From an optimization exercise on the open Yosys and OpenROAD flow, aimed at small area; shortcuts taken in it are not production practice.
Function was checked by simulation only, so behaviour that the tests miss may differ from the original.
No activity file was given, so power comes from the tool's default toggle rates.

`flow/design.v`:
```
module pov
	(MemOE, MemWR, RamCS, FlashCS, QuadSpiFlashCS,
	ClkPort,
	BtnL, BtnU, BtnD, BtnR,
	BtnC,
	Sw7, Sw6, Sw5, Sw4, Sw3, Sw2, Sw1, Sw0,
	Ld2, Ld1, Ld0,
	JA1,
	JA2,
	JA3,
	JA4
	);
	input		ClkPort;
	input		BtnL, BtnU, BtnD, BtnR, BtnC;
	input		Sw7, Sw6, Sw5, Sw4, Sw3, Sw2, Sw1, Sw0;
	output 	MemOE, MemWR, RamCS, FlashCS, QuadSpiFlashCS;
	output 	Ld0, Ld1, Ld2;
	output wire JA1, JA2, JA4;
	input wire JA3;
	wire clk = ClkPort;
	wire rst = BtnC;
	assign {MemOE, MemWR, RamCS, FlashCS, QuadSpiFlashCS} = 5'b11111;
	assign JA4 = 1'b1;
	reg [4:0] cnt20;
	reg [5:0] cnt50;
	wire sec_tick = (cnt20 == 5'd19);
	wire pix_evt  = (cnt20 == 5'd18) && (cnt50 == 6'd49);
	always @(posedge clk, posedge rst)
		if (rst) begin
			cnt20 <= 5'd0;
			cnt50 <= 6'd0;
		end else begin
			cnt20 <= sec_tick ? 5'd0 : cnt20 + 5'd1;
			if (sec_tick)
				cnt50 <= (cnt50 == 6'd49) ? 6'd0 : cnt50 + 6'd1;
		end
	reg [3:0] so, mo, ho;
	reg [2:0] st, mt;
	reg [1:0] ht;
	reg       pending;    
	reg       blank;      
	wire s1 = (so == 4'd9);
	wire s2 = s1 && (st == 3'd5);
	wire m1 = s2 && (mo == 4'd9);
	wire m2 = m1 && (mt == 3'd5);
	wire hwrap = (ht == 2'd2) && (ho == 4'd4);
	wire [3:0] n_so = s1 ? 4'd0 : so + 4'd1;
	wire [2:0] n_st = s2 ? 3'd0 : (s1 ? st + 3'd1 : st);
	wire [3:0] n_mo = m1 ? 4'd0 : (s2 ? mo + 4'd1 : mo);
	wire [2:0] n_mt = m2 ? 3'd0 : (m1 ? mt + 3'd1 : mt);
	wire [3:0] n_ho = m2 ? ((hwrap || ho == 4'd9) ? 4'd0 : ho + 4'd1) : ho;
	wire [1:0] n_ht = m2 ? (hwrap ? 2'd0 : (ho == 4'd9 ? ht + 2'd1 : ht)) : ht;
	wire [2:0] c_s = {1'b0, n_st} + {2'b0, n_so != 4'd0};
	wire [2:0] c_m = {1'b0, n_mt} + {2'b0, n_mo != 4'd0};
	wire [2:0] c_h = {1'b0, n_ht} + {2'b0, n_ho != 4'd0};
	wire latch = pending && (cnt20 >= 5'd3) &&
		(cnt20 >= {2'b0, c_s} + 5'd2) &&
		(cnt20 >= {2'b0, c_m} + 5'd2) &&
		(cnt20 >= {2'b0, c_h} + 5'd2);
	always @(posedge clk, posedge rst)
		if (rst) begin
			so <= 4'd0; st <= 3'd4;
			mo <= 4'd4; mt <= 3'd3;
			ho <= 4'd4; ht <= 2'd0;
			pending <= 1'b0;
			blank <= 1'b1;
		end else begin
			if (sec_tick)
				pending <= 1'b1;
			if (latch) begin
				pending <= 1'b0;
				blank <= 1'b0;
				so <= n_so; st <= n_st;
				mo <= n_mo; mt <= n_mt;
				ho <= n_ho; ht <= n_ht;
			end
		end
	localparam WAIT = 2'd0, RIGHT_PAD = 2'd1, DIGIT = 2'd2, DIGIT_PAD = 2'd3;
	reg [1:0] state;
	reg [4:0] pc;
	reg [2:0] dc;
	reg       write_data;
	reg [6:0] col;       
	assign {Ld2, Ld1, Ld0} = {1'b0, state};
	reg [3:0] digit;
	always @* begin
		case (dc)
			3'd0: digit = so;
			3'd1: digit = {1'b0, st};
			3'd2: digit = mo;
			3'd3: digit = {1'b0, mt};
			3'd4: digit = ho;
			default: digit = {2'b0, ht};
		endcase
		if (blank)
			digit = 4'd0;
	end
	reg [6:0] glyph;
	always @* begin
		glyph = 7'd0;
		case (digit)
			4'd1: case (pc)
				5'd0: glyph = 7'b1000000;
				5'd1: glyph = 7'b1111111;
				5'd2: glyph = 7'b1000010;
				default: glyph = 7'd0;
			endcase
			4'd2: case (pc)
				5'd0: glyph = 7'b1000110;
				5'd1: glyph = 7'b1001001;
				5'd2: glyph = 7'b1010001;
				5'd3: glyph = 7'b1100001;
				5'd4: glyph = 7'b1000010;
				default: glyph = 7'd0;
			endcase
			4'd3: case (pc)
				5'd0: glyph = 7'b0110110;
				5'd1: glyph = 7'b1001001;
				5'd2: glyph = 7'b1001001;
				5'd3: glyph = 7'b1001001;
				5'd4: glyph = 7'b0100010;
				default: glyph = 7'd0;
			endcase
			4'd4: case (pc)
				5'd0: glyph = 7'b0010000;
				5'd1: glyph = 7'b1111111;
				5'd2: glyph = 7'b0010010;
				5'd3: glyph = 7'b0010100;
				5'd4: glyph = 7'b0011000;
				default: glyph = 7'd0;
			endcase
			4'd5: case (pc)
				5'd0: glyph = 7'b0110001;
				5'd1: glyph = 7'b1001001;
				5'd2: glyph = 7'b1001001;
				5'd3: glyph = 7'b1001001;
				5'd4: glyph = 7'b0101111;
				default: glyph = 7'd0;
			endcase
			4'd6: case (pc)
				5'd0: glyph = 7'b0110010;
				5'd1: glyph = 7'b1001001;
				5'd2: glyph = 7'b1001001;
				5'd3: glyph = 7'b1001001;
				5'd4: glyph = 7'b0111110;
				default: glyph = 7'd0;
			endcase
			4'd7: case (pc)
				5'd0: glyph = 7'b0000111;
				5'd1: glyph = 7'b0001001;
				5'd2: glyph = 7'b1110001;
				5'd3: glyph = 7'b0000001;
				5'd4: glyph = 7'b0111110;
				default: glyph = 7'd0;
			endcase
			4'd8: case (pc)
				5'd0: glyph = 7'b0110110;
				5'd1: glyph = 7'b1001001;
				5'd2: glyph = 7'b1001001;
				5'd3: glyph = 7'b1001001;
				5'd4: glyph = 7'b0110110;
				default: glyph = 7'd0;
			endcase
			4'd9: case (pc)
				5'd0: glyph = 7'b0111110;
				5'd1: glyph = 7'b1001001;
				5'd2: glyph = 7'b1001001;
				5'd3: glyph = 7'b1001001;
				5'd4: glyph = 7'b0100110;
				default: glyph = 7'd0;
			endcase
			default: case (pc)
				5'd0: glyph = 7'b0111110;
				5'd1: glyph = 7'b1000101;
				5'd2: glyph = 7'b1001001;
				5'd3: glyph = 7'b1010001;
				5'd4: glyph = 7'b0111110;
				default: glyph = 7'd0;
			endcase
		endcase
	end
	always @(posedge clk, posedge rst)
		if (rst) begin
			state <= WAIT;
			write_data <= 1'b1;
			col <= 7'd0;
		end else begin
			case (state)
				WAIT: begin
					write_data <= 1'b0;
					if (!JA3) begin
						state <= RIGHT_PAD;
						write_data <= 1'b1;
					end
				end
				RIGHT_PAD:
					if (pix_evt && pc == 5'd31)
						state <= DIGIT;
				DIGIT: begin
					if (pix_evt && pc == 5'd5) begin
						if (dc == 3'd1 || dc == 3'd3)
							state <= DIGIT_PAD;
						else if (dc == 3'd5)
							state <= WAIT;
					end
					col <= glyph;
				end
				DIGIT_PAD:
					if (pix_evt && pc == 5'd1)
						state <= DIGIT;
			endcase
		end
	always @(posedge clk)
		case (state)
			WAIT:
				if (!JA3) begin
					pc <= 5'd0;
					dc <= 3'd0;
				end
			RIGHT_PAD:
				if (pix_evt)
					pc <= pc + 5'd1;
			DIGIT:
				if (pix_evt) begin
					if (pc == 5'd5) begin
						pc <= 5'd0;
						dc <= dc + 3'd1;
					end else
						pc <= pc + 5'd1;
				end
			DIGIT_PAD:
				if (pix_evt)
					pc <= (pc == 5'd1) ? 5'd0 : pc + 5'd1;
		endcase
	localparam F_IDLE = 3'd0, F_START = 3'd1, F_TRIG = 3'd2, F_LOAD = 3'd3,
	           F_XFER = 3'd4, F_TAIL = 3'd5, F_UNLOAD = 3'd6, F_DONE = 3'd7;
	reg [2:0] phase;
	reg [1:0] div3;
	reg       bus_clk;
	reg [3:0] w;         
	reg [4:0] k;         
	reg       lit;       
	always @(posedge clk, posedge rst)
		if (rst)
			div3 <= 2'd0;
		else
			div3 <= (div3 == 2'd2) ? 2'd0 : div3 + 2'd1;
	always @(posedge clk, posedge rst)
		if (rst) begin
			phase <= F_IDLE;
			bus_clk <= 1'b0;
		end else
			case (phase)
				F_IDLE:   if (write_data) phase <= F_START;
				F_START:  phase <= F_TRIG;
				F_TRIG:   phase <= F_LOAD;
				F_LOAD:   phase <= F_XFER;
				F_XFER:
					if (div3 == 2'd2) begin
						bus_clk <= !bus_clk;
						if (bus_clk && k == 5'd0)
							phase <= F_TAIL;
					end
				F_TAIL:   phase <= F_UNLOAD;
				F_UNLOAD: phase <= F_DONE;
				F_DONE:   phase <= (w == 4'd9) ? F_IDLE : F_TRIG;
			endcase
	wire [7:0] led_lit = {col[0], col[1], col[2], col[3], col[4], col[5], col[6], 1'b0};
	always @(posedge clk)
		case (phase)
			F_START: w <= 4'd0;
			F_DONE: begin
				w <= w + 4'd1;
				lit <= led_lit[w[2:0]];
			end
			F_LOAD: k <= 5'd31;
			F_XFER:
				if (div3 == 2'd2 && bus_clk)
					k <= k - 5'd1;
			default: ;
		endcase
	reg bit_val;
	always @*
		if (w == 4'd0)
			bit_val = 1'b0;
		else if (w == 4'd9)
			bit_val = 1'b1;
		else
			bit_val = (k[4:3] == 2'b11) || ((k == 5'd23 || k == 5'd6) && lit);
	assign JA1 = (phase == F_XFER) && bit_val;
	assign JA2 = bus_clk;
endmodule
```
`flow/run.sh`:
```
#!/bin/bash
# synth_recipe.tcl (not shown) runs the flow's synth.tcl, then flattens the netlist and writes it again
# the make line also repeats each setting of config.mk as NAME=value (left out here)
make -C /OpenROAD-flow-scripts/flow DESIGN_CONFIG=/design/flow/config.mk WORK_HOME=/design/flow/orfs CLKGATE_MAP_FILE= SYNTH_SCRIPT=/design/flow/synth_recipe.tcl finish
```
`flow/config.mk`:
```
export PLATFORM = sky130hd
export DESIGN_NAME = pov
export DESIGN_NICKNAME = pov
export VERILOG_FILES = /design/flow/design.v
export SDC_FILE = /design/flow/constraint.sdc
export NUM_CORES = 4
export LEC_CHECK = 0
export CAP_MARGIN = 20
export CORE_MARGIN = 2
export CORE_UTILIZATION = 40
export SLEW_MARGIN = 20
```
`flow/constraint.sdc`:
```
create_clock -name core_clock -period 10.0 [get_ports {ClkPort}]
set_input_delay 2.0000 -clock core_clock [delete_from_list [all_inputs] [get_ports {ClkPort}]]
set_output_delay 2.0000 -clock core_clock [all_outputs]
set_load 0.01 [all_outputs]
```
==> flow_summary.html, run 1 <==
<table>
<tr><th>Metric</th><th>Value</th></tr>
<tr><th colspan="2">Status</th></tr>
<tr><td>Outcome</td><td>no timing/DRC/antenna violations</td></tr>
<tr><th colspan="2">Clock tree</th></tr>
<tr><td>Clock tree from TritonCTS</td><td>built</td></tr>
<tr><td>Number of buffers inserted for hold repair after clock tree synthesis</td><td>0</td></tr>
<tr><td>Sink Count</td><td>between 60 and 70</td></tr>
<tr><td>Post-cts repair resize count</td><td>0</td></tr>
<tr><td>Clock latency (worst-skew pair)</td><td>0.33 ns</td></tr>
<tr><td>Number of levels the H-tree was split into</td><td>3</td></tr>
<tr><td>Clock-pin slew on the worst setup and hold paths</td><td>0.06 ns</td></tr>
<tr><td>Clock Root Buffer</td><td>sky130_fd_sc_hd__clkbuf_16</td></tr>
<tr><td>Buffer levels on the longest clock path</td><td>2</td></tr>
<tr><td>Number of post-CTS setup repair buffers</td><td>0</td></tr>
<tr><td>Clock buffer count from CTS</td><td>9</td></tr>
<tr><th colspan="2">STA</th></tr>
<tr><td>Setup repair after global routing missed its margin</td><td>no</td></tr>
<tr><td>Highest Clock Rate</td><td>0.209 GHz</td></tr>
<tr><td>Fin Setup TNS</td><td>0 ns</td></tr>
<tr><td>Part of the cycle the worst path needs</td><td>0.477</td></tr>
<tr><td># setup viols final</td><td>0</td></tr>
<tr><td>Actual slew at the worst max-slew pin</td><td>0.867 ns</td></tr>
<tr><td>Final count of hold timing violations</td><td>0</td></tr>
<tr><td>Clock period minus final worst setup slack</td><td>4.77 ns</td></tr>
<tr><td>Max Transition Viols Final</td><td>0</td></tr>
<tr><td>Slew HR</td><td>0.422</td></tr>
<tr><td>Post-route clock skew</td><td>0.00703 ns</td></tr>
<tr><td>Minimum setup slack in the final design</td><td>5.23 ns</td></tr>
<tr><th colspan="2">Route</th></tr>
<tr><td>Count of vias placed by the detailed router</td><td>3887</td></tr>
<tr><td>Number of vias per cell</td><td>5.46</td></tr>
<tr><td>Iter 0 DRT Violations</td><td>243</td></tr>
<tr><td>Detail Route Antenna Nets</td><td>0</td></tr>
<tr><td>Number of detailed-route iterations in the first pass</td><td>5</td></tr>
<tr><td>Total Routed Length</td><td>10.3 mm</td></tr>
<tr><td>Remaining routing DRC violations</td><td>0</td></tr>
<tr><td>DR WL/cell</td><td>14.5 µm</td></tr>
<tr><th colspan="2">Global route</th></tr>
<tr><td>Routing usage on met3</td><td>0.0403</td></tr>
<tr><td>Via count of the first global-routing pass</td><td>3739</td></tr>
<tr><td>Most Used Layer, Global Route</td><td>met2</td></tr>
<tr><td>Number of antenna violations at the first check in global routing</td><td>0</td></tr>
<tr><td>All-Layer GR Usage</td><td>0.164</td></tr>
<tr><td>First-pass GRT wire length</td><td>17.8 mm</td></tr>
<tr><td>Maximum number of pins on one net before global-route repair</td><td>50</td></tr>
<tr><td>Met1 Resource Use GR</td><td>0.214</td></tr>
<tr><td>Grt total ovfl</td><td>0</td></tr>
<tr><td>Global-route met2 utilization</td><td>0.274</td></tr>
<tr><th colspan="2">Power and ir drop</th></tr>
<tr><td>Power density over the cells</td><td>171 nW/µm²</td></tr>
<tr><td>Sw Ratio</td><td>0.339</td></tr>
<tr><td>Leakage power</td><td>around 2.4 nW</td></tr>
<tr><td>Part of the power in combinational logic</td><td>0.273</td></tr>
<tr><td>Seq pwr share</td><td>0.386</td></tr>
<tr><td>Cell internal power dissipation</td><td>0.615 mW</td></tr>
<tr><td>Power share of the clock group</td><td>0.340</td></tr>
<tr><td>Total power of the final layout</td><td>0.931 mW</td></tr>
<tr><td>Switching power</td><td>0.315 mW</td></tr>
<tr><td>Worst VDD drop</td><td>around 0.083 mV</td></tr>
<tr><th colspan="2">Job</th></tr>
<tr><td>Count of maximum capacitance violations</td><td>0</td></tr>
<tr><th colspan="2">Worst setup path</th></tr>
<tr><td>Worst reg2reg path endpoint</td><td>ho[3]</td></tr>
<tr><td>Required arrival time at the worst endpoint</td><td>10.22 ns</td></tr>
<tr><td>Number of buffer and inverter stages on the critical path</td><td>2</td></tr>
<tr><td>Worst Setup Start Kind</td><td>flip-flop</td></tr>
<tr><td>Origin of the critical flop-to-flop path</td><td>mo[0]</td></tr>
<tr><td>Family with the most delay on the worst path</td><td>simple AND/OR/NAND/NOR gates</td></tr>
<tr><td>Critical Path AT</td><td>between 4 and 5 ns</td></tr>
<tr><td>Minimum setup slack among reg-to-reg paths</td><td>between 5 and 6 ns</td></tr>
<tr><td>Dominant cell type by count on the critical path</td><td>sky130_fd_sc_hd__ha_1</td></tr>
<tr><td>Logic depth of the worst register-to-register path</td><td>18</td></tr>
<tr><td>Slowest cell on the critical path</td><td>sky130_fd_sc_hd__dfrtp_1</td></tr>
<tr><td>Worst Path Class, Setup</td><td>flip-flop to flip-flop</td></tr>
<tr><td>Capturing element type of the critical path</td><td>flip-flop</td></tr>
<tr><td>Largest incremental delay on the critical path</td><td>0.51 ns</td></tr>
<tr><td>Top fanout value on the critical path</td><td>14</td></tr>
<tr><td>List of cells traversed by the critical path</td><td>ha_1 -&gt; and3b_1 -&gt; and4_1 -&gt; and3_1 -&gt; o21ai_0 -&gt; a221oi_1 -&gt; nand2_1 -&gt; ha_1 -&gt; inv_1 -&gt; ha_1 -&gt; ha_1 -&gt; a21o_1 -&gt; a21o_1 -&gt; a21oi_1 -&gt; o31ai_2 -&gt; buf_4 -&gt; nand2_1 -&gt; mux2_2</td></tr>
<tr><th colspan="2">Floorplanning</th></tr>
<tr><td>IO Pins</td><td>26</td></tr>
<tr><td>Core Area</td><td>12100 µm²</td></tr>
<tr><td>FP Rows</td><td>40</td></tr>
<tr><td>Die ar.</td><td>13500 µm²</td></tr>
<tr><td>Die Span Y</td><td>116 µm</td></tr>
<tr><td>Initial core utilization</td><td>0.415</td></tr>
<tr><td>Die width</td><td>roughly 120 µm</td></tr>
<tr><th colspan="2">Synth</th></tr>
<tr><td>Warnings from Yosys</td><td>1</td></tr>
<tr><td>Share of flip-flops with an asynchronous set or reset</td><td>0.731</td></tr>
<tr><td>Synthesized instance count</td><td>543</td></tr>
<tr><td>Average cell area after synthesis</td><td>9.25 µm²</td></tr>
<tr><td>Number of enable-type register cells in the synthesized netlist</td><td>18</td></tr>
<tr><td>Most frequently used flop master after synthesis</td><td>sky130_fd_sc_hd__dfrtp_1</td></tr>
<tr><td>Netlist Area Pre-Place</td><td>5020 µm²</td></tr>
<tr><td>Seq/Total Area, Yosys</td><td>0.353</td></tr>
<tr><td>#FFs+latches synth</td><td>67</td></tr>
<tr><td>Cell variety after synth</td><td>73</td></tr>
<tr><th colspan="2">Finish</th></tr>
<tr><td>Top library cells by usage in the layout, fill and taps aside</td><td>sky130_fd_sc_hd__nor2_1 (51), sky130_fd_sc_hd__ha_1 (50), sky130_fd_sc_hd__dfrtp_1 (42)</td></tr>
<tr><td>Number of inserted diodes</td><td>0</td></tr>
<tr><td>Register Area</td><td>1780 µm²</td></tr>
<tr><td>Footprint of the multi-input gates</td><td>2940 µm²</td></tr>
<tr><td>Most frequent standard cell in the layout excluding fill and tap cells</td><td>sky130_fd_sc_hd__nor2_1</td></tr>
<tr><td>Synthesis-to-layout area growth</td><td>8.22%</td></tr>
<tr><td>Total non-filler cell area in the finished layout</td><td>5440 µm²</td></tr>
<tr><td>Proportion of layout cells with a drive suffix above 1</td><td>0.0956</td></tr>
<tr><td>Number of nets at the end of the flow</td><td>604</td></tr>
<tr><td># fillers</td><td>roughly 1200</td></tr>
<tr><th colspan="2">Placed design</th></tr>
<tr><td>Detailed placer's ending HPWL</td><td>7.56 mm</td></tr>
<tr><td>Total of buffers placed on input and output ports</td><td>6</td></tr>
<tr><td>Total placed instance area</td><td>5140 µm²</td></tr>
<tr><td>Post-Place Worst Slack</td><td>5.26 ns</td></tr>
<tr><td>Weighted congestion at the end of routability-driven global placement</td><td>about 0.94</td></tr>
<tr><th colspan="2">Worst hold path</th></tr>
<tr><td>Hold wc startpoint</td><td>div3[0]</td></tr>
<tr><td>Kind of path behind the tightest hold check</td><td>flip-flop to flip-flop</td></tr>
<tr><td>Number of stages on the worst hold path</td><td>1</td></tr>
<tr><td>Worst Hold Endpoint</td><td>div3[0]</td></tr>
</table>
[area by class of cell]
class	instances	share of cell area
clock buffer	10	0.0421
clock inverter	6	0.0122
inverter	39	0.0272
multi-input combinational	415	0.541
sequential	67	0.327
tap	168	0.0387
timing repair buffer	7	0.0124
[power groups by stage]
stage	sequential [mW]	clock, mW	combinational, mW
after global placement	0.363	0	0.251
after floorplan	0.344	0	0.229
after detailed placement	0.364	0	0.253
after CTS	0.359	0.323	0.254
after global routing	0.365	0.336	0.283
final	0.360	0.317	0.254
[layer usage]
layer | share of wire | vias up
met4 | 0.011 | 0
met3 | 0.031 | 11
met1 | 0.47 | 1864
met5 | 0 | -
met2 | 0.48 | 70
li1 | - | 1942
[synthesized netlist by cell type (5+ instances only)]
| master | n | share of area |
|---|---|---|
| sky130_fd_sc_hd__nor2_1 | 51 | 0.038 |
| sky130_fd_sc_hd__ha_1 | 50 | 0.12 |
| sky130_fd_sc_hd__dfrtp_1 | 42 | 0.21 |
| sky130_fd_sc_hd__nand2_1 | 40 | 0.030 |
| sky130_fd_sc_hd__inv_1 | 38 | 0.028 |
| sky130_fd_sc_hd__o21ai_0 | 31 | 0.031 |
| sky130_fd_sc_hd__nand3_1 | 22 | 0.022 |
| sky130_fd_sc_hd__a21oi_1 | 20 | 0.020 |
| sky130_fd_sc_hd__edfxtp_1 | 18 | 0.11 |
| sky130_fd_sc_hd__xnor2_1 | 15 | 0.026 |
| sky130_fd_sc_hd__mux2_2 | 13 | 0.029 |
| sky130_fd_sc_hd__a21o_1 | 11 | 0.016 |
| sky130_fd_sc_hd__buf_4 | 10 | 0.015 |
| sky130_fd_sc_hd__a31oi_1 | 9 | 0.011 |
| sky130_fd_sc_hd__and3_1 | 9 | 0.011 |
| sky130_fd_sc_hd__clkbuf_1 | 9 | 0.0067 |
| sky130_fd_sc_hd__mux2i_1 | 9 | 0.018 |
| sky130_fd_sc_hd__nor2b_1 | 9 | 0.011 |
| sky130_fd_sc_hd__and2_1 | 8 | 0.010 |
| sky130_fd_sc_hd__nor3_1 | 8 | 0.0080 |
| sky130_fd_sc_hd__dfstp_2 | 7 | 0.037 |
| sky130_fd_sc_hd__nand2b_1 | 7 | 0.0087 |
| sky130_fd_sc_hd__nand4_1 | 7 | 0.0087 |
| sky130_fd_sc_hd__a22o_1 | 6 | 0.010 |
| sky130_fd_sc_hd__buf_6 | 5 | 0.011 |
| sky130_fd_sc_hd__o211ai_1 | 5 | 0.0075 |
| sky130_fd_sc_hd__o21a_1 | 5 | 0.0075 |
[per-stage QoR]
step	util	hold WS, ns	cells
finish	0.449	0.434	712
global route	0.449	0.452	712
CTS	0.449	0.437	712
detailed placement	0.424	0.429	696
global placement	0.424	0.425	696
floorplan	-	0.411	548
[worst max path at each step]
stage	startpoint	endpoint	slack (ns)	depth (start not counted)
3_5_place_dp	mo[0]	ho[3]	5.26	18
5_1_grt	mo[0]	ht[0]	4.87	18
4_1_cts	mo[0]	ho[3]	5.25	18
3_3_place_gp	so[2]	st[1]	5.37	17
6_report	mo[0]	ho[3]	5.23	18
2_1_floorplan	mo[1]	ho[3]	6.17	21
[logic make-up (layout without fill, tap and decap cells)]
logic type      after synthesis  in the layout  share of synthesized area
simple gates                178            178                      0.176
compound gates              138            138                      0.194
flops                        67             67                      0.353
buf+inv                      66             62                     0.0650
fa+ha+maj                    51             51                      0.127
mux                          23             23                     0.0516
xor+xnor                     18             18                     0.0314
other cells                   2              7                    0.00149
[flip-flops by register name, summed over array words and instances (netlist names), 4 cells and up]
signal / flops
so: 4
mo: 4
cnt20: 5
k: 5
w: 4
col: 7
cnt50: 6
ho: 4
pc: 5
==> run 2: changes to the inputs <==
--- a/flow/config.mk
+++ b/flow/config.mk
@@ -10,2 +10,5 @@
 export CORE_UTILIZATION = 40
+export CTS_BUF_LIST = sky130_fd_sc_hd__clkbuf_8
+export CTS_CLUSTER_DIAMETER = 100
+export CTS_CLUSTER_SIZE = 40
 export SLEW_MARGIN = 20
==> run 2 against run 1 <==
  * Fmax up 0.13%
  * Die area unchanged
  * Sequential share of layout area up 0.62 points
  * Clock skew up 0.0056 ns
  * Final area down 1.9%
  * First-iteration DRC count down 2.1%
  * Register-to-register slack about the same
  * Combinational power about the same
  * Largest cell class unchanged
  * Highest routed layer unchanged
==> flow_summary.html, run 2 <==
<table>
<tr><th>Metric</th><th>Value</th></tr>
<tr><th colspan="2">Power and ir drop</th></tr>
<tr><td>Sw Ratio</td><td>0.363</td></tr>
<tr><td>Power share of the clock group</td><td>0.272</td></tr>
<tr><td>Cell internal power dissipation</td><td>0.536 mW</td></tr>
<tr><td>Switching power</td><td>a little over 0.3 mW</td></tr>
<tr><td>Seq pwr share</td><td>0.426</td></tr>
<tr><td>Total power of the final layout</td><td>approximately 0.84 mW</td></tr>
<tr><td>Part of the power in combinational logic</td><td>0.302</td></tr>
<tr><td>Worst VDD drop</td><td>0.0850 mV</td></tr>
<tr><td>Leakage power</td><td>2.35 nW</td></tr>
<tr><td>Power density over the cells</td><td>158 nW/µm²</td></tr>
<tr><th colspan="2">Clock tree</th></tr>
<tr><td>Buffer levels on the longest clock path</td><td>2</td></tr>
<tr><td>Clock-pin slew on the worst setup and hold paths</td><td>0.08 ns</td></tr>
<tr><td>Number of levels the H-tree was split into</td><td>3</td></tr>
<tr><td>Sink Count</td><td>67</td></tr>
<tr><td>Clock Root Buffer</td><td>sky130_fd_sc_hd__clkbuf_8</td></tr>
<tr><td>Post-cts repair resize count</td><td>0</td></tr>
<tr><td>Clock tree from TritonCTS</td><td>built</td></tr>
<tr><td>Number of buffers inserted for hold repair after clock tree synthesis</td><td>0</td></tr>
<tr><td>Clock latency (worst-skew pair)</td><td>0.36 ns</td></tr>
<tr><td>Clock buffer count from CTS</td><td>9</td></tr>
<tr><td>Number of post-CTS setup repair buffers</td><td>0</td></tr>
<tr><th colspan="2">STA</th></tr>
<tr><td>Part of the cycle the worst path needs</td><td>0.477</td></tr>
<tr><td>Max Transition Viols Final</td><td>0</td></tr>
<tr><td>Clock period minus final worst setup slack</td><td>4.77 ns</td></tr>
<tr><td>Setup repair after global routing missed its margin</td><td>no</td></tr>
<tr><td>Post-route clock skew</td><td>0.0126 ns</td></tr>
<tr><td>Highest Clock Rate</td><td>between 0.2 and 0.25 GHz</td></tr>
<tr><td>Final count of hold timing violations</td><td>0</td></tr>
<tr><td>Fin Setup TNS</td><td>0 ns</td></tr>
<tr><td>Actual slew at the worst max-slew pin</td><td>0.871 ns</td></tr>
<tr><td>Slew HR</td><td>0.419</td></tr>
<tr><td>Post-Route Hold Slack</td><td>0.437 ns</td></tr>
<tr><td># setup viols final</td><td>0</td></tr>
<tr><th colspan="2">Floorplanning</th></tr>
<tr><td>Die width</td><td>116 µm</td></tr>
<tr><td>Core Area</td><td>about 12000 µm²</td></tr>
<tr><td>IO Pins</td><td>26</td></tr>
<tr><td>Die ar.</td><td>13500 µm²</td></tr>
<tr><td>FP Rows</td><td>40</td></tr>
<tr><td>Die Span Y</td><td>116 µm</td></tr>
<tr><td>Initial core utilization</td><td>0.415</td></tr>
<tr><th colspan="2">Worst setup path</th></tr>
<tr><td>Worst Path Class, Setup</td><td>flip-flop to flip-flop</td></tr>
<tr><td>Critical Path AT</td><td>5.01 ns</td></tr>
<tr><td>Top fanout value on the critical path</td><td>14</td></tr>
<tr><td>Worst reg2reg path endpoint</td><td>ho[3]</td></tr>
<tr><td>Minimum setup slack among reg-to-reg paths</td><td>5.23 ns</td></tr>
<tr><td>Origin of the critical flop-to-flop path</td><td>mo[0]</td></tr>
<tr><td>Required arrival time at the worst endpoint</td><td>10.25 ns</td></tr>
<tr><td>Capturing element type of the critical path</td><td>flip-flop</td></tr>
<tr><td>Worst Setup Start Kind</td><td>flip-flop</td></tr>
<tr><td>Logic depth of the worst register-to-register path</td><td>18</td></tr>
<tr><th colspan="2">Synth</th></tr>
<tr><td>Synthesized instance count</td><td>about 540</td></tr>
<tr><td>Most used standard cells in the synthesized netlist</td><td>sky130_fd_sc_hd__nor2_1 (51), sky130_fd_sc_hd__ha_1 (50), sky130_fd_sc_hd__dfrtp_1 (42)</td></tr>
<tr><td>Netlist Area Pre-Place</td><td>5020 µm²</td></tr>
<tr><td>Warnings from Yosys</td><td>1</td></tr>
<tr><td>#FFs+latches synth</td><td>between 60 and 70</td></tr>
<tr><td>Dominant combinational cell family by area after synthesis</td><td>compound AO/OA/AOI/OAI gates</td></tr>
<tr><td>Proportion of netlist area held by the largest area contributor</td><td>0.209</td></tr>
<tr><td>Most frequently used flop master after synthesis</td><td>sky130_fd_sc_hd__dfrtp_1</td></tr>
<tr><td>Post-synthesis share of cell area spent on full adders, half adders and majority gates</td><td>0.127</td></tr>
<tr><td>Most numerous cell in the Yosys netlist</td><td>sky130_fd_sc_hd__nor2_1</td></tr>
<tr><td>Share of flip-flops with an asynchronous set or reset</td><td>0.731</td></tr>
<tr><td>Cell type with the largest total area after synthesis</td><td>sky130_fd_sc_hd__dfrtp_1</td></tr>
<tr><td>Seq/Total Area, Yosys</td><td>0.353</td></tr>
<tr><td>Post-Synth XOR/XNOR Area</td><td>0.0314</td></tr>
<tr><td>Cells taking the most area after synthesis</td><td>sky130_fd_sc_hd__dfrtp_1 (21%), sky130_fd_sc_hd__ha_1 (12%), sky130_fd_sc_hd__edfxtp_1 (11%)</td></tr>
<tr><td>Cell variety after synth</td><td>73</td></tr>
<tr><td>Multiplexer area fraction after synthesis</td><td>0.0516</td></tr>
<tr><td>Average cell area after synthesis</td><td>around 9.3 µm²</td></tr>
<tr><td>Number of enable-type register cells in the synthesized netlist</td><td>18</td></tr>
<tr><td>Compound-cell area share of the yosys netlist</td><td>0.194</td></tr>
<tr><td>Fraction of the mapped netlist area in simple logic gates</td><td>0.176</td></tr>
<tr><th colspan="2">Placed design</th></tr>
<tr><td>Total of buffers placed on input and output ports</td><td>6</td></tr>
<tr><td>Total placed instance area</td><td>5140 µm²</td></tr>
<tr><td>Weighted congestion at the end of routability-driven global placement</td><td>0.936</td></tr>
<tr><td>Detailed placer's ending HPWL</td><td>approximately 7.6 mm</td></tr>
<tr><th colspan="2">Route</th></tr>
<tr><td>Remaining routing DRC violations</td><td>0</td></tr>
<tr><td>Total Routed Length</td><td>10.3 mm</td></tr>
<tr><td>Detail Route Antenna Nets</td><td>0</td></tr>
<tr><td>Number of vias per cell</td><td>5.43</td></tr>
<tr><td>DR WL/cell</td><td>14.5 µm</td></tr>
<tr><td>Iter 0 DRT Violations</td><td>238</td></tr>
<tr><td>Number of detailed-route iterations in the first pass</td><td>4</td></tr>
<tr><td>Count of vias placed by the detailed router</td><td>3869</td></tr>
<tr><th colspan="2">Finish</th></tr>
<tr><td>Number of nets at the end of the flow</td><td>around 600</td></tr>
<tr><td>Largest registers</td><td>col (7), cnt50 (6)</td></tr>
<tr><td>Number of inserted diodes</td><td>0</td></tr>
<tr><td>Register bank with the most flops</td><td>col</td></tr>
<tr><td>Most frequent standard cell in the layout excluding fill and tap cells</td><td>sky130_fd_sc_hd__nor2_1</td></tr>
<tr><td>Proportion of layout cells with a drive suffix above 1</td><td>0.0956</td></tr>
<tr><td>Synthesis-to-layout area growth</td><td>6.20%</td></tr>
<tr><td>Number of flip-flops under the largest register name</td><td>7</td></tr>
<tr><td>Final core utilization</td><td>0.440</td></tr>
<tr><td>Top library cells by usage in the layout, fill and taps aside</td><td>sky130_fd_sc_hd__nor2_1 (51), sky130_fd_sc_hd__ha_1 (50), sky130_fd_sc_hd__dfrtp_1 (42)</td></tr>
<tr><td>Total non-filler cell area in the finished layout</td><td>5340 µm²</td></tr>
<tr><th colspan="2">Global route</th></tr>
<tr><td>Met1 Resource Use GR</td><td>0.216</td></tr>
<tr><td>Grt total ovfl</td><td>0</td></tr>
<tr><td>Via count of the first global-routing pass</td><td>3761</td></tr>
<tr><td>Routing usage on met3</td><td>0.0356</td></tr>
<tr><td>All-Layer GR Usage</td><td>0.165</td></tr>
<tr><td>First-pass GRT wire length</td><td>between 15 and 20 mm</td></tr>
<tr><td>Number of antenna violations at the first check in global routing</td><td>0</td></tr>
<tr><td>Global-route met2 utilization</td><td>0.273</td></tr>
<tr><td>Maximum number of pins on one net before global-route repair</td><td>50</td></tr>
<tr><td>Most Used Layer, Global Route</td><td>met2</td></tr>
<tr><th colspan="2">Status</th></tr>
<tr><td>Outcome</td><td>no timing/DRC/antenna violations</td></tr>
<tr><th colspan="2">Worst hold path</th></tr>
<tr><td>Hold wc startpoint</td><td>div3[0]</td></tr>
<tr><td>Number of stages on the worst hold path</td><td>1</td></tr>
<tr><td>Kind of path behind the tightest hold check</td><td>flip-flop to flip-flop</td></tr>
<tr><td>Worst Hold Endpoint</td><td>div3[0]</td></tr>
<tr><th colspan="2">Job</th></tr>
<tr><td>Count of maximum capacitance violations</td><td>0</td></tr>
</table>
==> run 2: cell counts after synthesis <==
No cell type changed its count.
==> run 2: worst max path at each step <==
stage          start    end  slack (ns)
2_1_floorplan  mo[1]  ho[3]        6.17
6_report       mo[0]  ho[3]        5.23
3_5_place_dp   mo[0]  ho[3]        5.26
5_1_grt        mo[0]  ht[0]        4.86
4_1_cts        mo[0]  ho[3]        5.25
3_3_place_gp   so[2]  st[1]        5.37
==> run 2: layer usage <==
metal  vias up  share of wire
met5         -              0
met4         0          0.012
met3        11          0.028
met2        56           0.48
met1      1865           0.48
li1       1937              -
==> run 2: stage by stage <==
step / instances / worst slack [ns]
CTS: 712 / 5.25
global route: 712 / 4.86
finish: 712 / 5.23
floorplan: 548 / 6.17
detailed placement: 696 / 5.26
global placement: 696 / 5.37
==> run 2: logic make-up (layout without fill, tap and decap cells) <==
group	after synthesis	count (layout)
AO/OA/AOI/OAI	138	138
buffers and inverters	66	62
other	2	7
flip-flops	67	67
XOR/XNOR	18	18
adder cells (fa/ha/maj)	51	51
AND/OR/NAND/NOR	178	178
multiplexers	23	23
==> run 2: cell type report <==
cell class | count | area, µm²
tap | 168 | 210
sequential | 67 | 1780
inverter | 39 | 148
fill | 1200 | 6780
multi-input combinational | 415 | 2940
clock buffer | 9 | 124
timing repair buffer | 7 | 67.6
clock inverter | 7 | 70.1
==> run 2: power by group through the flow <==
stage	Clock, mW	Sequential [mW]	Combinational (mW)
5_1_grt	0.247	0.364	0.283
3_3_place_gp	0	0.363	0.251
2_1_floorplan	0	0.344	0.229
3_5_place_dp	0	0.364	0.253
4_1_cts	0.235	0.359	0.254
6_report	0.229	0.359	0.254
==> run 2: critical path, cell delays in order (launching register included) <==
cell	delay, ns
sky130_fd_sc_hd__dfrtp_1	0.51
sky130_fd_sc_hd__ha_1	0.19
sky130_fd_sc_hd__and3b_1	0.27
sky130_fd_sc_hd__and4_1	0.40
sky130_fd_sc_hd__and3_1	0.39
sky130_fd_sc_hd__o21ai_0	0.14
sky130_fd_sc_hd__a221oi_1	0.26
sky130_fd_sc_hd__nand2_1	0.11
sky130_fd_sc_hd__ha_1	0.19
sky130_fd_sc_hd__inv_1	0.07
sky130_fd_sc_hd__ha_1	0.23
sky130_fd_sc_hd__ha_1	0.27
sky130_fd_sc_hd__a21o_1	0.15
sky130_fd_sc_hd__a21o_1	0.17
sky130_fd_sc_hd__a21oi_1	0.15
sky130_fd_sc_hd__o31ai_2	0.07
sky130_fd_sc_hd__buf_4	0.20
sky130_fd_sc_hd__nand2_1	0.46
sky130_fd_sc_hd__mux2_2	0.41
==> run 3: changes to the inputs <==
--- a/flow/config.mk
+++ b/flow/config.mk
@@ -9,6 +9,6 @@
 export CORE_MARGIN = 2
-export CORE_UTILIZATION = 40
-export CTS_BUF_LIST = sky130_fd_sc_hd__clkbuf_8
+export CORE_UTILIZATION = 60
+export CTS_BUF_LIST = sky130_fd_sc_hd__clkbuf_4
 export CTS_CLUSTER_DIAMETER = 100
-export CTS_CLUSTER_SIZE = 40
+export CTS_CLUSTER_SIZE = 20
 export SLEW_MARGIN = 20
==> run 3 against run 2 <==
  * Total power up 4.7%
  * Synthesized area unchanged
  * Critical endpoint unchanged
  * Synthesized cell count unchanged
  * Worst setup slack worse by 0.56 ns
  * Sequential power about the same
  * Combinational power up 2%
  * Non-clock buffer count down 1
  * Sequential share of layout area up 0.43 points
  * Critical path depth down 1
  * Hold slack better by 0.012 ns
  * Via count down 0.36%
  * Global-route usage up 7.8 points
==> flow_summary.html, run 3 <==
<table>
<tr><th>Metric</th><th>Value</th></tr>
<tr><th colspan="2">Status</th></tr>
<tr><td>Outcome</td><td>no timing/DRC/antenna violations</td></tr>
<tr><th colspan="2">Floorplanning</th></tr>
<tr><td>FP Rows</td><td>33</td></tr>
<tr><td>Die ar.</td><td>just over 9000 µm²</td></tr>
<tr><td>IO Pins</td><td>26</td></tr>
<tr><td>Initial core utilization</td><td>0.614</td></tr>
<tr><td>Die width</td><td>95.5 µm</td></tr>
<tr><td>Die Span Y</td><td>approximately 96 µm</td></tr>
<tr><td>Core Area</td><td>8180 µm²</td></tr>
<tr><th colspan="2">Synth</th></tr>
<tr><td>Most frequently used flop master after synthesis</td><td>sky130_fd_sc_hd__dfrtp_1</td></tr>
<tr><td>Most numerous cell in the Yosys netlist</td><td>sky130_fd_sc_hd__nor2_1</td></tr>
<tr><td>Post-Synth XOR/XNOR Area</td><td>0.0314</td></tr>
<tr><td>Most used standard cells in the synthesized netlist</td><td>sky130_fd_sc_hd__nor2_1 (51), sky130_fd_sc_hd__ha_1 (50), sky130_fd_sc_hd__dfrtp_1 (42)</td></tr>
<tr><td>Netlist Area Pre-Place</td><td>5020 µm²</td></tr>
<tr><td>#FFs+latches synth</td><td>between 60 and 70</td></tr>
<tr><td>Fraction of the mapped netlist area in simple logic gates</td><td>0.176</td></tr>
<tr><td>Cell type with the largest total area after synthesis</td><td>sky130_fd_sc_hd__dfrtp_1</td></tr>
<tr><td>Seq/Total Area, Yosys</td><td>0.353</td></tr>
<tr><td>Multiplexer area fraction after synthesis</td><td>0.0516</td></tr>
<tr><td>Post-synthesis share of cell area spent on full adders, half adders and majority gates</td><td>0.127</td></tr>
<tr><td>Proportion of netlist area held by the largest area contributor</td><td>0.209</td></tr>
<tr><td>Compound-cell area share of the yosys netlist</td><td>0.194</td></tr>
<tr><td>Dominant combinational cell family by area after synthesis</td><td>compound AO/OA/AOI/OAI gates</td></tr>
<tr><td>Warnings from Yosys</td><td>1</td></tr>
<tr><td>Average cell area after synthesis</td><td>a little over 9 µm²</td></tr>
<tr><td>Number of enable-type register cells in the synthesized netlist</td><td>18</td></tr>
<tr><td>Share of flip-flops with an asynchronous set or reset</td><td>0.731</td></tr>
<tr><td>Cells taking the most area after synthesis</td><td>sky130_fd_sc_hd__dfrtp_1 (21%), sky130_fd_sc_hd__ha_1 (12%), sky130_fd_sc_hd__edfxtp_1 (11%)</td></tr>
<tr><td>Cell variety after synth</td><td>73</td></tr>
<tr><td>Synthesized instance count</td><td>between 500 and 600</td></tr>
<tr><th colspan="2">Finish</th></tr>
<tr><td>Largest registers</td><td>col (7), cnt50 (6)</td></tr>
<tr><td>Register Area</td><td>1780 µm²</td></tr>
<tr><td># fillers</td><td>698</td></tr>
<tr><td>Number of nets at the end of the flow</td><td>603</td></tr>
<tr><td>Proportion of layout cells with a drive suffix above 1</td><td>0.0958</td></tr>
<tr><td>Register bank with the most flops</td><td>col</td></tr>
<tr><td>Most frequent standard cell in the layout excluding fill and tap cells</td><td>sky130_fd_sc_hd__nor2_1</td></tr>
<tr><td>Cell Count, Final, Fillers Out</td><td>648</td></tr>
<tr><td>Top library cells by usage in the layout, fill and taps aside</td><td>sky130_fd_sc_hd__nor2_1 (51), sky130_fd_sc_hd__ha_1 (50), sky130_fd_sc_hd__dfrtp_1 (42)</td></tr>
<tr><td>Number of flip-flops under the largest register name</td><td>7</td></tr>
<tr><td>Final core utilization</td><td>0.644</td></tr>
<tr><td>Number of inserted diodes</td><td>0</td></tr>
<tr><td>Footprint of the multi-input gates</td><td>2940 µm²</td></tr>
<tr><td>Synthesis-to-layout area growth</td><td>4.86%</td></tr>
<tr><th colspan="2">Power and ir drop</th></tr>
<tr><td>Worst VDD drop</td><td>0.120 mV</td></tr>
<tr><td>Cell internal power dissipation</td><td>between 0.5 and 0.6 mW</td></tr>
<tr><td>Sw Ratio</td><td>0.345</td></tr>
<tr><td>Switching power</td><td>0.304 mW</td></tr>
<tr><td>Seq pwr share</td><td>0.407</td></tr>
<tr><td>Part of the power in combinational logic</td><td>0.295</td></tr>
<tr><td>Leakage power</td><td>2.36 nW</td></tr>
<tr><td>Power share of the clock group</td><td>0.298</td></tr>
<tr><td>Power density over the cells</td><td>167 nW/µm²</td></tr>
<tr><th colspan="2">Clock tree</th></tr>
<tr><td>Clock tree from TritonCTS</td><td>built</td></tr>
<tr><td>Number of post-CTS setup repair buffers</td><td>0</td></tr>
<tr><td>Clock buffer count from CTS</td><td>9</td></tr>
<tr><td>Number of buffers inserted for hold repair after clock tree synthesis</td><td>0</td></tr>
<tr><td>Buffer levels on the longest clock path</td><td>2</td></tr>
<tr><td>Clock latency (worst-skew pair)</td><td>0.42 ns</td></tr>
<tr><td>Number of levels the H-tree was split into</td><td>3</td></tr>
<tr><td>Post-cts repair resize count</td><td>0</td></tr>
<tr><td>Clock Root Buffer</td><td>sky130_fd_sc_hd__clkbuf_4</td></tr>
<tr><td>Sink Count</td><td>67</td></tr>
<tr><td>Clock-pin slew on the worst setup and hold paths</td><td>~0.12 ns</td></tr>
<tr><th colspan="2">Global route</th></tr>
<tr><td>Via count of the first global-routing pass</td><td>between 3000 and 4000</td></tr>
<tr><td>All-Layer GR Usage</td><td>0.243</td></tr>
<tr><td>Grt total ovfl</td><td>0</td></tr>
<tr><td>First-pass GRT wire length</td><td>roughly 17 mm</td></tr>
<tr><td>Number of antenna violations at the first check in global routing</td><td>0</td></tr>
<tr><td>Maximum number of pins on one net before global-route repair</td><td>50</td></tr>
<tr><th colspan="2">Worst setup path</th></tr>
<tr><td>Worst Path Class, Setup</td><td>flip-flop to flip-flop</td></tr>
<tr><td>Worst reg2reg path endpoint</td><td>ho[3]</td></tr>
<tr><td>Critical Path AT</td><td>5.64 ns</td></tr>
<tr><td>Origin of the critical flop-to-flop path</td><td>mo[0]</td></tr>
<tr><td>Dominant cell type by count on the critical path</td><td>sky130_fd_sc_hd__ha_1</td></tr>
<tr><td>Top fanout value on the critical path</td><td>14</td></tr>
<tr><td>Required arrival time at the worst endpoint</td><td>10.32 ns</td></tr>
<tr><td>Largest incremental delay on the critical path</td><td>0.82 ns</td></tr>
<tr><td>Capturing element type of the critical path</td><td>flip-flop</td></tr>
<tr><td>List of cells traversed by the critical path</td><td>ha_1 -&gt; and3b_1 -&gt; and4_1 -&gt; and3_1 -&gt; o21ai_0 -&gt; a221oi_1 -&gt; nand2_1 -&gt; ha_1 -&gt; inv_1 -&gt; ha_1 -&gt; ha_1 -&gt; a21o_1 -&gt; a21o_1 -&gt; a21oi_1 -&gt; o31ai_2 -&gt; nand2_1 -&gt; mux2_2</td></tr>
<tr><td>Slowest cell on the critical path</td><td>sky130_fd_sc_hd__o31ai_2</td></tr>
<tr><td>Minimum setup slack among reg-to-reg paths</td><td>4.68 ns</td></tr>
<tr><td>Worst Setup Start Kind</td><td>flip-flop</td></tr>
<tr><td>Logic depth of the worst register-to-register path</td><td>17</td></tr>
<tr><th colspan="2">STA</th></tr>
<tr><td>Clock period minus final worst setup slack</td><td>5.32 ns</td></tr>
<tr><td># setup viols final</td><td>0</td></tr>
<tr><td>Highest Clock Rate</td><td>0.188 GHz</td></tr>
<tr><td>Part of the cycle the worst path needs</td><td>0.532</td></tr>
<tr><td>Fin Setup TNS</td><td>0 ns</td></tr>
<tr><td>Post-route clock skew</td><td>0.0166 ns</td></tr>
<tr><td>Max Transition Viols Final</td><td>0</td></tr>
<tr><td>Final count of hold timing violations</td><td>0</td></tr>
<tr><td>Setup repair after global routing missed its margin</td><td>no</td></tr>
<tr><td>Post-Route Hold Slack</td><td>0.449 ns</td></tr>
<tr><td>Actual slew at the worst max-slew pin</td><td>1.01 ns</td></tr>
<tr><td>Slew HR</td><td>0.324</td></tr>
<tr><th colspan="2">Worst hold path</th></tr>
<tr><td>Worst Hold Endpoint</td><td>div3[0]</td></tr>
<tr><td>Hold wc startpoint</td><td>div3[1]</td></tr>
<tr><td>Kind of path behind the tightest hold check</td><td>flip-flop to flip-flop</td></tr>
<tr><td>Number of stages on the worst hold path</td><td>1</td></tr>
<tr><th colspan="2">Placed design</th></tr>
<tr><td>Instance count after placement with tap cells included</td><td>632</td></tr>
<tr><td>Weighted congestion at the end of routability-driven global placement</td><td>0.934</td></tr>
<tr><td>Total of buffers placed on input and output ports</td><td>6</td></tr>
<tr><td>Detailed placer's ending HPWL</td><td>between 7 and 8 mm</td></tr>
<tr><th colspan="2">Route</th></tr>
<tr><td>Remaining routing DRC violations</td><td>0</td></tr>
<tr><td>DR WL/cell</td><td>15.8 µm</td></tr>
<tr><td>Iter 0 DRT Violations</td><td>196</td></tr>
<tr><td>Number of vias per cell</td><td>5.95</td></tr>
<tr><td>Count of vias placed by the detailed router</td><td>between 3000 and 4000</td></tr>
<tr><td>Detail Route Antenna Nets</td><td>0</td></tr>
<tr><td>Number of detailed-route iterations in the first pass</td><td>5</td></tr>
<tr><td>Total Routed Length</td><td>10.2 mm</td></tr>
<tr><th colspan="2">Job</th></tr>
<tr><td>Count of maximum capacitance violations</td><td>0</td></tr>
</table>
[run 3: cell counts after synthesis]
No cell type changed its count.
[run 3: how the worst max path moves through the flow]
| stage | startpoint | to | slack (ns) |
|---|---|---|---|
| after floorplan | mo[1] | ho[3] | 6.17 |
| after detailed placement | mo[0] | ho[3] | 4.76 |
| after global routing | mo[0] | st[0] | 4.28 |
| final | mo[0] | ho[3] | 4.68 |
| after CTS | mo[0] | ho[3] | 4.72 |
| after global placement | mo[0] | mt[2] | 4.79 |
[run 3: kinds of logic (layout without fill, tap and decap cells)]
group | after synthesis | count (layout)
compound gates | 138 | 138
xor+xnor | 18 | 18
fa+ha+maj | 51 | 51
buf+inv | 66 | 61
flops | 67 | 67
mux | 23 | 23
other cells | 2 | 7
simple gates | 178 | 178
[run 3: worst max-delay path: cells and delay by family (launching register included)]
kind / cells / cell delay [ns]
muxes: 1 / 0.45
buffers and inverters: 1 / 0.05
DFF: 1 / 0.51
and+or+nand+nor: 5 / 1.81
adders and majority gates: 4 / 0.87
AOI/OAI and AO/OA: 6 / 1.52
[run 3: power groups by stage]
stage	sequential [mW]	clock (mW)	combinational, mW
CTS	0.358	0.268	0.258
floorplan	0.344	0	0.229
global route	0.363	0.279	0.291
global placement	0.363	0	0.252
detailed placement	0.364	0	0.257
finish	0.358	0.263	0.260
[run 3: final cells by class]
type / count / share of cell area
well taps: 105 / 0.0249
repair buffers: 6 / 0.0114
flip-flops and latches: 67 / 0.337
clock inverters: 6 / 0.0261
clock buffers: 10 / 0.0143
inverters: 39 / 0.0280
multi-input cells: 415 / 0.558
[run 3: per-stage QoR]
stage	cell area, µm²	setup WS, ns	total power [mW]
global route	5270	4.28	0.933
CTS	5270	4.72	0.885
floorplan	5040	6.17	0.573
finish	5270	4.68	0.881
detailed placement	5050	4.76	0.621
global placement	5050	4.79	0.615
[run 3: per-layer routing]
metal  global-route usage  wire length (µm)
met2                0.393              4830
met4                0.120               284
met5                    0                 0
met1                0.319              4750
met3               0.0348               383

[port drivers added, routing unchanged]
No port has a modelled driver above. Below, the same layouts with a new extraction and two added sets of constraints.
Step 1: set_driving_cell puts a clkbuf_16 on ClkPort and a buf_2 on each other input, an assumption about the parent block.
Step 2 also shifts input and output timing later by t, the mid clock arrival at the registers, as if the neighbouring blocks saw the same clock.
a / b / c = ideal / step 1 / step 2; a / b = the first two.
run | shift t [ns] | slack for setup (ns) | hold WS [ns] | worst slew at a driven data input, ns
run 1 | 0.367 | 5.227 / 5.227 / 5.227 | 0.434 / 0.434 / 0.434 | 0.03
run 2 | 0.387 | 5.233 / 5.233 / 5.233 | 0.437 / 0.437 / 0.437 | 0.03
run 3 | 0.448 | 4.677 / 4.677 / 4.677 | 0.449 / 0.449 / 0.449 | 0.03
After both steps setup and hold are still met in every run listed.
